Source: an optimization exercise on an open RTL-to-GDS flow (aim: small area). Production flows keep margins and buffers that such runs may drop.
Function not checked in this run: the RTL went through the layout flow alone.
Power figures rest on the tool's default switching activity, not on a simulated workload.

<file path="design/flow/flow/run.sh">
#!/bin/bash
# The standard layout (standard.sh) with the smallest buffer on the ports and
# a clock tree of small buffers without dummy loads.
export BUFFER_PORTS_ARGS="-buffer_cell sky130_fd_sc_hd__buf_1"
export CTS_ARGS="-sink_clustering_enable -repair_clock_nets -dont_use_dummy_load -buf_list {sky130_fd_sc_hd__clkbuf_4 sky130_fd_sc_hd__clkbuf_8}"
bash standard.sh > standard.log 2>&1
</file>
<file path="design/flow/standard.sh">
#!/bin/bash
# synth_recipe.tcl (not shown) runs the flow's synth.tcl, then flattens the netlist and writes it again
# the make line also repeats each setting of config.mk as NAME=value (left out here)
make -C /OpenROAD-flow-scripts/flow DESIGN_CONFIG=/design/flow/config.mk WORK_HOME=/design/flow/orfs CLKGATE_MAP_FILE= SYNTH_SCRIPT=/design/flow/synth_recipe.tcl "${@:-finish}"
</file>
<file path="design/flow/config.mk">
export PLATFORM = sky130hd
export DESIGN_NAME = gba_drawer_merge
export DESIGN_NICKNAME = gba_drawer_merge
export VERILOG_FILES = /design/flow/design.v
export SDC_FILE = /design/flow/constraint.sdc
export NUM_CORES = 4
export LEC_CHECK = 0
export CAP_MARGIN = 20
export CORE_MARGIN = 2
export CORE_UTILIZATION = 40
export SLEW_MARGIN = 20
export SYNTH_HIERARCHICAL = 1
export SYNTH_MINIMUM_KEEP_SIZE = 0
</file>
<file path="design/flow/constraint.sdc">
create_clock -name core_clock -period 10.0 [get_ports {clk100}]
set_input_delay 2.0000 -clock core_clock [delete_from_list [all_inputs] [get_ports {clk100}]]
set_output_delay 2.0000 -clock core_clock [all_outputs]
set_load 0.01 [all_outputs]
</file>
<file path="design/flow/design.v">
module gba_drawer_merge
(
   input             clk100,
   input             enable,
   input             hblank,
   input      [7:0]  xpos,
   input      [7:0]  ypos,
   input             in_WND0_on,
   input             in_WND1_on,
   input             in_WNDOBJ_on,
   input      [7:0]  in_WND0_X1,
   input      [7:0]  in_WND0_X2,
   input      [7:0]  in_WND0_Y1,
   input      [7:0]  in_WND0_Y2,
   input      [7:0]  in_WND1_X1,
   input      [7:0]  in_WND1_X2,
   input      [7:0]  in_WND1_Y1,
   input      [7:0]  in_WND1_Y2,
   input      [5:0]  in_enables_wnd0,
   input      [5:0]  in_enables_wnd1,
   input      [5:0]  in_enables_wndobj,
   input      [5:0]  in_enables_wndout,
   input      [1:0]  in_special_effect_in,
   input             in_effect_1st_bg0,
   input             in_effect_1st_bg1,
   input             in_effect_1st_bg2,
   input             in_effect_1st_bg3,
   input             in_effect_1st_obj,
   input             in_effect_1st_BD,
   input             in_effect_2nd_bg0,
   input             in_effect_2nd_bg1,
   input             in_effect_2nd_bg2,
   input             in_effect_2nd_bg3,
   input             in_effect_2nd_obj,
   input             in_effect_2nd_BD,
   input      [1:0]  in_Prio_BG0,
   input      [1:0]  in_Prio_BG1,
   input      [1:0]  in_Prio_BG2,
   input      [1:0]  in_Prio_BG3,
   input      [4:0]  in_EVA,
   input      [4:0]  in_EVB,
   input      [4:0]  in_BLDY,
   input             in_ena_bg0,
   input             in_ena_bg1,
   input             in_ena_bg2,
   input             in_ena_bg3,
   input             in_ena_obj,
   input      [15:0] pixeldata_bg0,
   input      [15:0] pixeldata_bg1,
   input      [15:0] pixeldata_bg2,
   input      [15:0] pixeldata_bg3,
   input      [18:0] pixeldata_obj,
   input      [15:0] pixeldata_back,
   input             objwindow_in,
   output     [14:0] pixeldata_out,
   output reg [7:0]  pixel_x,
   output     [7:0]  pixel_y,
   output reg        pixel_we
);
   localparam OBJ = 4;
   localparam BD  = 5;
   function in_range;
      input lt_lo, lt_hi, wrap;
      begin
         in_range = (~lt_lo & lt_hi) | (~lt_lo & wrap) | (lt_hi & wrap);
      end
   endfunction
   function gt2;
      input [1:0] a, b;
      begin
         gt2 = (a[1] & ~b[1]) | (~(a[1] ^ b[1]) & a[0] & ~b[0]);
      end
   endfunction
   function [4:0] sat16;
      input [4:0] v;
      begin
         sat16 = v[4] ? 5'd16 : v;
      end
   endfunction
   reg  [7:0] w0x1, w0x2, w1x1, w1x2;
   reg        w0y, w1y;               
   reg  [5:0] e_w0, e_w1, e_obj, e_out;   
   reg  [1:0] eff;
   reg  [5:0] ft, st;
   reg  [1:0] p0, p1, p2, p3;
   reg  [4:0] eva, evb, bldy;
   wire       anyw = in_WND0_on | in_WND1_on | in_WNDOBJ_on;
   wire [4:0] ena  = {in_ena_obj, in_ena_bg3, in_ena_bg2, in_ena_bg1, in_ena_bg0};
   wire [7:0] nypos = ~ypos;
   wire       y0_lt_lo, y0_lt_hi, y0_wrap, y1_lt_lo, y1_lt_hi, y1_wrap;
   gba_drawer_merge_lt8 u_y0lo (.na(nypos),       .b(in_WND0_Y1), .lt(y0_lt_lo));
   gba_drawer_merge_lt8 u_y0hi (.na(nypos),       .b(in_WND0_Y2), .lt(y0_lt_hi));
   gba_drawer_merge_lt8 u_y0wr (.na(~in_WND0_Y2), .b(in_WND0_Y1), .lt(y0_wrap));
   gba_drawer_merge_lt8 u_y1lo (.na(nypos),       .b(in_WND1_Y1), .lt(y1_lt_lo));
   gba_drawer_merge_lt8 u_y1hi (.na(nypos),       .b(in_WND1_Y2), .lt(y1_lt_hi));
   gba_drawer_merge_lt8 u_y1wr (.na(~in_WND1_Y2), .b(in_WND1_Y1), .lt(y1_wrap));
   localparam NCFG = 95;
   wire [NCFG-1:0] cfg_new = {
      in_WND0_X1, in_WND0_X2, in_WND1_X1, in_WND1_X2,
      in_WND0_on && in_range(y0_lt_lo, y0_lt_hi, y0_wrap),
      in_WND1_on && in_range(y1_lt_lo, y1_lt_hi, y1_wrap),
      in_enables_wnd0[5], in_enables_wnd0[4:0] & ena,
      in_enables_wnd1[5], in_enables_wnd1[4:0] & ena,
      anyw ? {in_enables_wndobj[5], in_enables_wndobj[4:0] & ena} : {1'b1, ena},
      anyw ? {in_enables_wndout[5], in_enables_wndout[4:0] & ena} : {1'b1, ena},
      in_special_effect_in,
      in_effect_1st_BD, in_effect_1st_obj, in_effect_1st_bg3,
      in_effect_1st_bg2, in_effect_1st_bg1, in_effect_1st_bg0,
      in_effect_2nd_BD, in_effect_2nd_obj, in_effect_2nd_bg3,
      in_effect_2nd_bg2, in_effect_2nd_bg1, in_effect_2nd_bg0,
      in_Prio_BG0, in_Prio_BG1, in_Prio_BG2, in_Prio_BG3,
      sat16(in_EVA), sat16(in_EVB), sat16(in_BLDY)};
   wire [NCFG-1:0] cfg_q = {w0x1, w0x2, w1x1, w1x2, w0y, w1y, e_w0, e_w1, e_obj, e_out,
                            eff, ft, st, p0, p1, p2, p3, eva, evb, bldy};
   wire [NCFG-1:0] cfg_d;
   gba_drawer_merge_hold #(.W(NCFG)) u_hold (.h(hblank), .hn(~hblank), .d(cfg_new), .q(cfg_q), .y(cfg_d));
   always @(posedge clk100)
      {w0x1, w0x2, w1x1, w1x2, w0y, w1y, e_w0, e_w1, e_obj, e_out,
       eff, ft, st, p0, p1, p2, p3, eva, evb, bldy} <= cfg_d;
   wire [1:0] op = pixeldata_obj[18:17];
   wire       obj_alpha = pixeldata_obj[16];
   wire [7:0] nxpos = ~xpos;
   wire       x0_lt_lo, x0_lt_hi, x0_wrap, x1_lt_lo, x1_lt_hi, x1_wrap;
   gba_drawer_merge_lt8 u_x0lo (.na(nxpos), .b(w0x1), .lt(x0_lt_lo));
   gba_drawer_merge_lt8 u_x0hi (.na(nxpos), .b(w0x2), .lt(x0_lt_hi));
   gba_drawer_merge_lt8 u_x0wr (.na(~w0x2), .b(w0x1), .lt(x0_wrap));
   gba_drawer_merge_lt8 u_x1lo (.na(nxpos), .b(w1x1), .lt(x1_lt_lo));
   gba_drawer_merge_lt8 u_x1hi (.na(nxpos), .b(w1x2), .lt(x1_lt_hi));
   gba_drawer_merge_lt8 u_x1wr (.na(~w1x2), .b(w1x1), .lt(x1_wrap));
   wire       win0 = w0y && in_range(x0_lt_lo, x0_lt_hi, x0_wrap);
   wire       win1 = w1y && in_range(x1_lt_lo, x1_lt_hi, x1_wrap);
   wire [5:0] wen  = win0 ? e_w0 : win1 ? e_w1 : objwindow_in ? e_obj : e_out;
   wire [4:0] en = wen[4:0] & ~{pixeldata_obj[15], pixeldata_bg3[15], pixeldata_bg2[15],
                                pixeldata_bg1[15], pixeldata_bg0[15]};
   wire       spec = wen[5];
   wire [4:0] b [0:4];
   assign b[0] = { gt2(op, p0), ~gt2(p0, p3), ~gt2(p0, p2), ~gt2(p0, p1), 1'b0};
   assign b[1] = { gt2(op, p1), ~gt2(p1, p3), ~gt2(p1, p2), 1'b0,          gt2(p0, p1)};
   assign b[2] = { gt2(op, p2), ~gt2(p2, p3), 1'b0,          gt2(p1, p2),  gt2(p0, p2)};
   assign b[3] = { gt2(op, p3), 1'b0,          gt2(p2, p3),  gt2(p1, p3),  gt2(p0, p3)};
   assign b[4] = {1'b0,        ~gt2(op, p3), ~gt2(op, p2), ~gt2(op, p1), ~gt2(op, p0)};
   wire [5:0] top, nxt;
   genvar l;
   generate
      for (l = 0; l < 5; l = l + 1) begin : g_prio
         wire [4:0] other = 5'b11111 & ~(5'b00001 << l);
         assign top[l] = en[l] & &(~en | b[l] | ~other);
         assign nxt[l] = en[l] & ~top[l] & &(~en | b[l] | top[4:0] | ~other);
      end
   endgenerate
   assign top[BD] = ~|en;
   assign nxt[BD] = ~|nxt[4:0];
   wire first_nz  = |(top & ft) | (top[OBJ] & obj_alpha);
   wire second_nz = |(nxt & st);
   wire force_a   = obj_alpha & top[OBJ] & second_nz;
   wire special   = force_a |
                    (spec && eff != 2'd0 && first_nz && (eff != 2'd1 || second_nz));
   wire m_alpha   = force_a | (eff == 2'd1);
   wire [14:0] cola = ({15{top[0]}}   & pixeldata_bg0[14:0]) |
                      ({15{top[1]}}   & pixeldata_bg1[14:0]) |
                      ({15{top[2]}}   & pixeldata_bg2[14:0]) |
                      ({15{top[3]}}   & pixeldata_bg3[14:0]) |
                      ({15{top[OBJ]}} & pixeldata_obj[14:0]) |
                      ({15{top[BD]}}  & pixeldata_back[14:0]);
   wire [14:0] colb = ({15{nxt[0]}}   & pixeldata_bg0[14:0]) |
                      ({15{nxt[1]}}   & pixeldata_bg1[14:0]) |
                      ({15{nxt[2]}}   & pixeldata_bg2[14:0]) |
                      ({15{nxt[3]}}   & pixeldata_bg3[14:0]) |
                      ({15{nxt[OBJ]}} & pixeldata_obj[14:0]) |
                      ({15{nxt[BD]}}  & pixeldata_back[14:0]);
   reg [14:0] cola_r, colb_r;
   reg        special_r, m_alpha_r;
   always @(posedge clk100) begin
      cola_r    <= cola;
      colb_r    <= colb;
      special_r <= special;
      m_alpha_r <= m_alpha;
      pixel_x   <= xpos;
      pixel_we  <= enable;
   end
   assign pixel_y = ypos;
   wire [4:0] ydown = {~|bldy, bldy[3] ^ |bldy[2:0], bldy[2] ^ |bldy[1:0], bldy[1] ^ bldy[0], bldy[0]};
   wire [4:0] k1 = !special_r ? 5'd16 : m_alpha_r ? eva : ydown;
   wire [4:0] k2 = !special_r ? 5'd0  : m_alpha_r ? evb : eff[0] ? 5'd1 : bldy;
   wire [4:0] bconst = {~eff[0], 4'b1111};
   genvar c;
   generate
      for (c = 0; c < 3; c = c + 1) begin : g_ch
         wire [4:0] a  = cola_r[5*c +: 5];
         wire [4:0] bo = m_alpha_r ? colb_r[5*c +: 5] : bconst;
         wire [9:4] ns;
         gba_drawer_merge_madd u_madd (.a(a), .b(bo), .k1(k1), .k2(k2), .ns(ns));
         assign pixeldata_out[5*c +: 5] = ~(ns[8:4] & {5{ns[9]}});
      end
   endgenerate
endmodule
module gba_drawer_merge_madd
(
   input  [4:0] a, b, k1, k2,
   output [9:4] ns
);
   wire na00 = ~(a[0] & k1[0]);
   wire na01 = ~(a[0] & k1[1]);
   wire na02 = ~(a[0] & k1[2]);
   wire na03 = ~(a[0] & k1[3]);
   wire na10 = ~(a[1] & k1[0]);
   wire na11 = ~(a[1] & k1[1]);
   wire na12 = ~(a[1] & k1[2]);
   wire na13 = ~((a[1] & k1[3]) | (a[0] & k1[4]));
   wire na20 = ~(a[2] & k1[0]);
   wire na21 = ~(a[2] & k1[1]);
   wire na22 = ~(a[2] & k1[2]);
   wire na23 = ~((a[2] & k1[3]) | (a[1] & k1[4]));
   wire na30 = ~(a[3] & k1[0]);
   wire na31 = ~(a[3] & k1[1]);
   wire na32 = ~(a[3] & k1[2]);
   wire na33 = ~((a[3] & k1[3]) | (a[2] & k1[4]));
   wire na40 = ~(a[4] & k1[0]);
   wire na41 = ~(a[4] & k1[1]);
   wire na42 = ~(a[4] & k1[2]);
   wire na43 = ~((a[4] & k1[3]) | (a[3] & k1[4]));
   wire na44 = ~(a[4] & k1[4]);
   wire nb00 = ~(b[0] & k2[0]);
   wire nb01 = ~(b[0] & k2[1]);
   wire nb02 = ~(b[0] & k2[2]);
   wire nb03 = ~(b[0] & k2[3]);
   wire nb10 = ~(b[1] & k2[0]);
   wire nb11 = ~(b[1] & k2[1]);
   wire nb12 = ~(b[1] & k2[2]);
   wire nb13 = ~((b[1] & k2[3]) | (b[0] & k2[4]));
   wire nb20 = ~(b[2] & k2[0]);
   wire nb21 = ~(b[2] & k2[1]);
   wire nb22 = ~(b[2] & k2[2]);
   wire nb23 = ~((b[2] & k2[3]) | (b[1] & k2[4]));
   wire nb30 = ~(b[3] & k2[0]);
   wire nb31 = ~(b[3] & k2[1]);
   wire nb32 = ~(b[3] & k2[2]);
   wire nb33 = ~((b[3] & k2[3]) | (b[2] & k2[4]));
   wire nb40 = ~(b[4] & k2[0]);
   wire nb41 = ~(b[4] & k2[1]);
   wire nb42 = ~(b[4] & k2[2]);
   wire nb43 = ~((b[4] & k2[3]) | (b[3] & k2[4]));
   wire nb44 = ~(b[4] & k2[4]);
   wire s1, c2;
   gba_drawer_merge_fa u_s1 (na03, na12, na21, s1, c2);
   wire s3, c4;
   gba_drawer_merge_fa u_s3 (na13, na22, na31, s3, c4);
   wire s5;
   wire c6 = na40 | nb13;
   gba_drawer_merge_xnor u_s5 (na40, nb13, s5);
   wire s7, c8;
   gba_drawer_merge_fa u_s7 (na23, na32, na41, s7, c8);
   wire s9, c10;
   gba_drawer_merge_fa u_s9 (na02, na11, na20, s9, c10);
   wire s11, c12;
   gba_drawer_merge_fa u_s11 (na30, nb03, nb12, s11, c12);
   wire s13;
   wire c14 = nb21 | nb30;
   gba_drawer_merge_xnor u_s13 (nb21, nb30, s13);
   wire s15, c16;
   gba_drawer_merge_fa u_s15 (nb22, nb31, nb40, s15, c16);
   wire s17, c18;
   gba_drawer_merge_fa u_s17 (s3, s5, c2, s17, c18);
   wire s19, c20;
   gba_drawer_merge_fa u_s19 (nb23, nb32, nb41, s19, c20);
   wire s21, c22;
   gba_drawer_merge_fa u_s21 (s7, c4, c6, s21, c22);
   wire s23, c24;
   gba_drawer_merge_fa u_s23 (na33, na42, nb33, s23, c24);
   wire s25;
   wire c26 = nb42 | c8;
   gba_drawer_merge_xnor u_s25 (nb42, c8, s25);
   wire s27;
   wire c28 = na01 | na10;
   gba_drawer_merge_xnor u_s27 (na01, na10, s27);
   wire s29, c30;
   gba_drawer_merge_fa u_s29 (nb02, nb11, nb20, s29, c30);
   wire s31, c32;
   gba_drawer_merge_fa u_s31 (s1, s11, s13, s31, c32);
   wire s33, c34;
   gba_drawer_merge_fa u_s33 (s15, s17, c12, s33, c34);
   wire s35, c36;
   gba_drawer_merge_fa u_s35 (s19, s21, c16, s35, c36);
   wire s37, c38;
   gba_drawer_merge_fa u_s37 (s23, s25, c20, s37, c38);
   wire s39, c40;
   gba_drawer_merge_fa u_s39 (na43, nb43, c24, s39, c40);
   wire s41;
   wire c42 = nb01 | nb10;
   gba_drawer_merge_xnor u_s41 (nb01, nb10, s41);
   wire s43, c44;
   gba_drawer_merge_fa u_s43 (s9, s29, c28, s43, c44);
   wire s45, c46;
   gba_drawer_merge_fa u_s45 (c10, s31, c30, s45, c46);
   wire s47, c48;
   gba_drawer_merge_fa u_s47 (c14, s33, c32, s47, c48);
   wire s49, c50;
   gba_drawer_merge_fa u_s49 (c18, s35, c34, s49, c50);
   wire s51, c52;
   gba_drawer_merge_fa u_s51 (c22, s37, c36, s51, c52);
   wire s53, c54;
   gba_drawer_merge_fa u_s53 (c26, s39, c38, s53, c54);
   wire s55, c56;
   gba_drawer_merge_fa u_s55 (na44, nb44, c40, s55, c56);
   wire r57 = na00 | nb00;
   wire r58;
   gba_drawer_merge_maj u_r58 (s27, s41, r57, r58);
   wire r59;
   gba_drawer_merge_maj u_r59 (s43, c42, r58, r59);
   wire r60;
   gba_drawer_merge_maj u_r60 (s45, c44, r59, r60);
   wire s61, c62;
   gba_drawer_merge_fa u_s61 (s47, c46, r60, s61, c62);
   wire s63, c64;
   gba_drawer_merge_fa u_s63 (s49, c48, c62, s63, c64);
   wire s65, c66;
   gba_drawer_merge_fa u_s65 (s51, c50, c64, s65, c66);
   wire s67, c68;
   gba_drawer_merge_fa u_s67 (s53, c52, c66, s67, c68);
   wire s69, c70;
   gba_drawer_merge_fa u_s69 (s55, c54, c68, s69, c70);
   wire s71;
   wire c72 = c56 | c70;
   gba_drawer_merge_xnor u_s71 (c56, c70, s71);
   assign ns = {s71, s69, s67, s65, s63, s61};
endmodule
module gba_drawer_merge_lt8
(
   input  [7:0] na, b,
   output       lt
);
   wire [3:0] c;
   gba_drawer_merge_lt2 u_lt2 (.na(na[1:0]), .b(b[1:0]), .bo(c[0]));
   genvar i;
   generate
      for (i = 1; i < 4; i = i + 1) begin : g_bit
         gba_drawer_merge_bor2 u_bor2 (.na(na[2*i+1:2*i]), .b(b[2*i+1:2*i]), .bi(c[i-1]), .bo(c[i]));
      end
   endgenerate
   assign lt = c[3];
endmodule
module gba_drawer_merge_lt2
(
   input  [1:0] na, b,
   output       bo
);
   assign bo = (na[1] & b[1]) | (na[0] & b[0] & (na[1] | b[1]));
endmodule
module gba_drawer_merge_bor2
(
   input  [1:0] na, b,
   input        bi,
   output       bo
);
   wire b0 = (na[0] & b[0]) | (bi & (na[0] | b[0]));
   assign bo = (na[1] & b[1]) | (b0 & (na[1] | b[1]));
endmodule
module gba_drawer_merge_maj
(
   input  a, b, c,
   output y
);
   assign y = (a & b) | (c & (a | b));
endmodule
module gba_drawer_merge_fa
(
   input  a, b, c,
   output s, co
);
   wire x = a ^ b;
   assign s  = x ^ c;
   assign co = (a & b) | (c & x);
endmodule
module gba_drawer_merge_hold
#(
   parameter W = 1
)
(
   input          h, hn,
   input  [W-1:0] d, q,
   output [W-1:0] y
);
   assign y = ({W{h}} & d) | ({W{hn}} & q);
endmodule
module gba_drawer_merge_xnor
(
   input  a, b,
   output y
);
   assign y = ~(a ^ b);
endmodule
</file>
==> qor.txt <==
RUN STATUS
--------------------------------------------------------------------------------------------------------
Status .................................................................................... complete, no violations

GLOBAL ROUTE
--------------------------------------------------------------------------------------------------------
Global-route wire length before repair ....................................................      50.7 mm
Overall fraction of global-route tracks in use ............................................        22.7%
Remaining Overflow, GRT ...................................................................            0
Via count of the first global-routing pass ................................................         9785
Antenna violations before repair ..........................................................            7
Pin count of the biggest net entering global routing ......................................           65

TIMING
--------------------------------------------------------------------------------------------------------
RSZ-0062 raised after global routing ......................................................        false
Skew final ................................................................................      43.3 ps
Post-layout minimum cycle time ............................................................      9370 ps
Final TNS setup ...........................................................................         0 ps
Achievable frequency ......................................................................    0.107 GHz
Tcrit/Tclk final ..........................................................................        93.7%
Slew HR ...................................................................................        27.3%
Hold violation total from the final report ................................................            0
Number of pins exceeding their max-slew limit in the final report .........................            0
Setup Viol. Count Final ...................................................................            0
Actual slew at the worst max-slew pin .....................................................      1090 ps

CLOCK NETWORK
--------------------------------------------------------------------------------------------------------
TritonCTS clock tree ......................................................................        built
Total clock buffers created by CTS ........................................................           17
Number of buffers inserted to repair setup after CTS ......................................            0
Post_cts resized ..........................................................................            0
CTS H-tree depth ..........................................................................            4
Clock Tree Buf Depth ......................................................................            2
Post-CTS clock slew at the launch and capture registers of the worst setup and hold paths .        80 ps
Number of sinks handled by clock tree synthesis ...........................................          136
Number of hold buffers added after CTS ....................................................            0
Worst skew pair latency ...................................................................       460 ps
Buffer cell driving the clock tree root ................................................... sky130_fd_sc_hd__clkbuf_8

FLOORPLAN
--------------------------------------------------------------------------------------------------------
Cell row count ............................................................................           59
Height of the chip ........................................................................       166 um
Core box area .............................................................................  25900 sq um
Starting utilization of the core area .....................................................        40.5%
I/O pins ..................................................................................          284
Die Outline Area ..........................................................................  27500 sq um
Chip width ................................................................................       166 um

SYNTHESIS
--------------------------------------------------------------------------------------------------------
Largest family of logic cells by synthesized area ......................................... compound AO/OA/AOI/OAI gates
Top FF cell, synth ........................................................................ sky130_fd_sc_hd__dfxtp_1
Mean instance size in the synthesized netlist .............................................   9.01 sq um
Basic-gate share of the synthesized area counting and, or, nand and nor cells .............        16.9%
Fraction of the mapped netlist area in adder cells ........................................        18.6%
Netlist area before placement .............................................................  10500 sq um
Post-synthesis net count ..................................................................         1512
Post-synthesis register bit count .........................................................          136
Seq/Total Area, Yosys .....................................................................        26.0%
Synth area leader ......................................................................... sky130_fd_sc_hd__dfxtp_1
Cells after Synth .........................................................................         1164
Top cells by area in the synthesized netlist .............................................. sky130_fd_sc_hd__dfxtp_1, sky130_fd_sc_hd__fa_1, sky130_fd_sc_hd__a22o_1
EDFF count, synth .........................................................................            0
Synthesis warning total ...................................................................            7
Count of different cell masters after synthesis ...........................................           68
Compound-cell area share of the yosys netlist .............................................        29.2%
Fraction of post-synthesis cell area in the top cell type by area .........................        26.0%
Area share of xor/xnor cells in the synthesized design ....................................        1.59%
Multiplexer share of the synthesized area .................................................       0.859%
Proportion of synthesized flip-flops having asynchronous set or reset .....................           0%

PLACED DESIGN
--------------------------------------------------------------------------------------------------------
GPL Wtd Cong ..............................................................................        0.871
Detailed Place HPWL .......................................................................      24.4 mm
Post-placement cell count .................................................................         1733
Port bufs .................................................................................          282

DRT
--------------------------------------------------------------------------------------------------------
Number of nets with antenna violations after detailed routing .............................            0
Remaining DRCs ............................................................................            0
Router iterations before antenna repair ...................................................            8
Drt initial violations ....................................................................          702
Vias post-DR ..............................................................................         9983
Via/cell ratio ............................................................................         5.69
Total detailed-routing wirelength .........................................................      32.1 mm
Routed len/inst ...........................................................................      18.3 um

PWR
--------------------------------------------------------------------------------------------------------
Leak ......................................................................................      4.06 nW
Worst IR drop on VDD ......................................................................     0.106 mV
Total power per unit cell area ............................................................  170 nW/um^2
Tot Pwr ...................................................................................    0.00202 W

CRITICAL PATH
--------------------------------------------------------------------------------------------------------
Kind of start point of the critical path ..................................................         flop
Critical path capture point type .......................................................... primary output
Top fanout value on the critical path .....................................................            9
Data required time of the worst path ......................................................      8000 ps
Arrival time at the worst endpoint ........................................................      7370 ps
Critical Setup Path Class .................................................................   reg -> out

FINISH
--------------------------------------------------------------------------------------------------------
Combined flip-flop and latch cell area ....................................................   2720 sq um
Layout Area Growth over Synthesis .........................................................        13.5%
Post-layout instance count excluding filler cells .........................................         1755
Commonest cells after routing, fill and taps aside ........................................ sky130_fd_sc_hd__buf_1, sky130_fd_sc_hd__nand2_1, sky130_fd_sc_hd__dfxtp_1
Final-layout fill cell count ..............................................................         2620
Multi-input gate area .....................................................................   7050 sq um
Final net count ...........................................................................         1765
Leading cell type in the layout, fill and taps excluded ................................... sky130_fd_sc_hd__buf_1
Ratio of cells with drive above 1 in the final layout .....................................        6.78%

HOLD PATH
--------------------------------------------------------------------------------------------------------
Min-delay worst type ......................................................................   reg -> reg

JOB
--------------------------------------------------------------------------------------------------------
Maximum capacitance violations ............................................................            0

-- Yosys cell counts, types with 4 or more instances --
| library cell | count |
|---|---|
| sky130_fd_sc_hd__and2_1 | 18 |
| sky130_fd_sc_hd__buf_6 | 12 |
| sky130_fd_sc_hd__o21ai_1 | 36 |
| sky130_fd_sc_hd__buf_2 | 12 |
| sky130_fd_sc_hd__nor4_1 | 5 |
| sky130_fd_sc_hd__ha_1 | 12 |
| sky130_fd_sc_hd__o21a_1 | 10 |
| sky130_fd_sc_hd__clkbuf_1 | 16 |
| sky130_fd_sc_hd__a21oi_2 | 6 |
| sky130_fd_sc_hd__nor2b_1 | 19 |
| sky130_fd_sc_hd__a21oi_1 | 51 |
| sky130_fd_sc_hd__xnor2_1 | 18 |
| sky130_fd_sc_hd__a21o_1 | 4 |
| sky130_fd_sc_hd__a22o_1 | 96 |
| sky130_fd_sc_hd__a31oi_1 | 20 |
| sky130_fd_sc_hd__o211ai_1 | 6 |
| sky130_fd_sc_hd__o211ai_2 | 5 |
| sky130_fd_sc_hd__nand3_1 | 31 |
| sky130_fd_sc_hd__nand2b_1 | 12 |
| sky130_fd_sc_hd__buf_4 | 26 |
| sky130_fd_sc_hd__dfxtp_1 | 136 |
| sky130_fd_sc_hd__a222oi_1 | 16 |
| sky130_fd_sc_hd__a22oi_1 | 83 |
| sky130_fd_sc_hd__nor4b_2 | 8 |
| sky130_fd_sc_hd__nand2_1 | 168 |
| sky130_fd_sc_hd__mux2i_1 | 9 |
| sky130_fd_sc_hd__inv_1 | 70 |
| sky130_fd_sc_hd__o22ai_1 | 37 |
| sky130_fd_sc_hd__or4_4 | 4 |
| sky130_fd_sc_hd__fa_1 | 84 |
| sky130_fd_sc_hd__nand4_1 | 17 |
| sky130_fd_sc_hd__o31ai_1 | 12 |
| sky130_fd_sc_hd__nor2_1 | 24 |
| sky130_fd_sc_hd__maj3_2 | 9 |
| sky130_fd_sc_hd__nor3_1 | 10 |
| sky130_fd_sc_hd__o21ai_0 | 5 |
| sky130_fd_sc_hd__or2_1 | 6 |
| sky130_fd_sc_hd__o41a_1 | 4 |
-- Yosys stat by module (local to each module, per instance), excerpt --
module                 flip-flops and latches  cell area [sq um]  copies in the design  cells inside
gba_drawer_merge_xnor                       0               8.76                    18             1
gba_drawer_merge_maj                        0               11.3                     9             1
gba_drawer_merge                          136               5830                     1           600
gba_drawer_merge_bor2                       0               20.0                    36             4
gba_drawer_merge_fa                         0               20.0                    84             1
gba_drawer_merge_madd                       0                268                     3            52
gba_drawer_merge_lt2                        0               15.0                    12             3
-- flip-flops by register name, indices dropped and copies added, names as in the netlist, 2 cells and up --
signal / cells
bldy: 5
cola_r: 15
colb_r: 15
e_obj: 6
e_out: 6
e_w0: 6
e_w1: 6
eff: 2
eva: 5
evb: 5
ft: 6
p0: 2
p1: 2
p2: 2
p3: 2
pixel_x: 8
st: 6
w0x1: 8
w0x2: 8
w1x1: 8
w1x2: 8
-- metal layers --
layer	global-route usage (%)	routed length (um)	vias to the layer above
met5	0	27	-
met4	7.60	650	4
met3	6.24	2880	46
met2	37.1	14900	430
met1	29.2	13600	4692
li1	-	-	4811
-- critical path: stages, from the launching register on --
cell                       delay [ps]
sky130_fd_sc_hd__dfxtp_1          320
sky130_fd_sc_hd__inv_1             80
sky130_fd_sc_hd__ha_1             160
sky130_fd_sc_hd__or4b_2           590
sky130_fd_sc_hd__o211ai_1         680
sky130_fd_sc_hd__buf_4            280
sky130_fd_sc_hd__a22oi_1          100
sky130_fd_sc_hd__fa_1             540
sky130_fd_sc_hd__fa_1             580
sky130_fd_sc_hd__fa_1             440
sky130_fd_sc_hd__fa_1             490
sky130_fd_sc_hd__fa_1             440
sky130_fd_sc_hd__fa_1             380
sky130_fd_sc_hd__fa_1             390
sky130_fd_sc_hd__fa_1             390
sky130_fd_sc_hd__fa_1             390
sky130_fd_sc_hd__xnor2_1          410
sky130_fd_sc_hd__nand2_1          130
sky130_fd_sc_hd__buf_1            150
-- cell type report --
cell class / instances / share of cell area [%]
Timing Repair Buffer: 301 / 10.1
Inverter: 70 / 2.21
Clock buffer: 17 / 1.96
Tap cell: 335 / 3.52
Sequential cell: 136 / 22.9
Antenna cell: 5 / 0.105
Multi-Input combinational cell: 891 / 59.2
-- logic make-up (layout without fill, tap and decap cells) --
family / count (synthesis) / after routing
AO/OA/AOI/OAI: 411 / 411
XOR/XNOR: 19 / 19
buffers and inverters: 137 / 388
flip-flops: 136 / 136
AND/OR/NAND/NOR: 345 / 345
multiplexers: 9 / 9
adder cells (fa/ha/maj): 107 / 107
other: 0 / 5
-- power by group --
part / leakage (nW) / internal, W / switching [W] / total [W]
Combinational: 2.80 / 0.000393 / 0.000571 / 0.000964
Clock: 0.122 / 0.000150 / 0.000189 / 0.000339
Sequential: 1.14 / 0.000635 / 0.0000865 / 0.000721
-- per-stage QoR --
stage,cell area [sq um],setup slack [ps],utilization (%),hold WS (ps)
detailed placement,11700,1050,45.0,451
CTS,11900,555,45.9,471
floorplan,10500,1720,-,433
global placement,11700,1140,45.0,451
global route,11900,205,45.9,478
finish,11900,634,46.0,467
-- worst paths after layout --
check | slack [ps] | to | cells past startpoint | startpoint
max reg2reg | 5150 | colb_r[4] | 19 | w1x2[0]
max | 630 | pixeldata_out[12] | 18 | bldy[1]
min | 470 | eva[1] | 1 | eva[1]
min reg2reg | 470 | eva[1] | 1 | eva[1]

-- re-timing with driven ports --
No port has a modelled driver above. Below, the same layout with a new extraction and two added sets of constraints.
Step 1: set_driving_cell puts a clkbuf_16 on clk100 and a buf_2 on each other input, an assumption about the parent block.
Step 2 also shifts input and output timing later by t, the mid clock arrival at the registers, as if the neighbouring blocks saw the same clock.
Slacks: ideal / step 1 / step 2; pairs: ideal / step 1.
t (ns): 0.473
slack for setup (ns): 0.634 / 0.593 / 1.066
worst data-port slew with drivers (ns): 0.08
cell pins on the clock port's net: 1
After both steps setup and hold are still met in this run. The setup slack of this run moves by -0.041 ns with the drivers and by +0.432 ns with both steps.
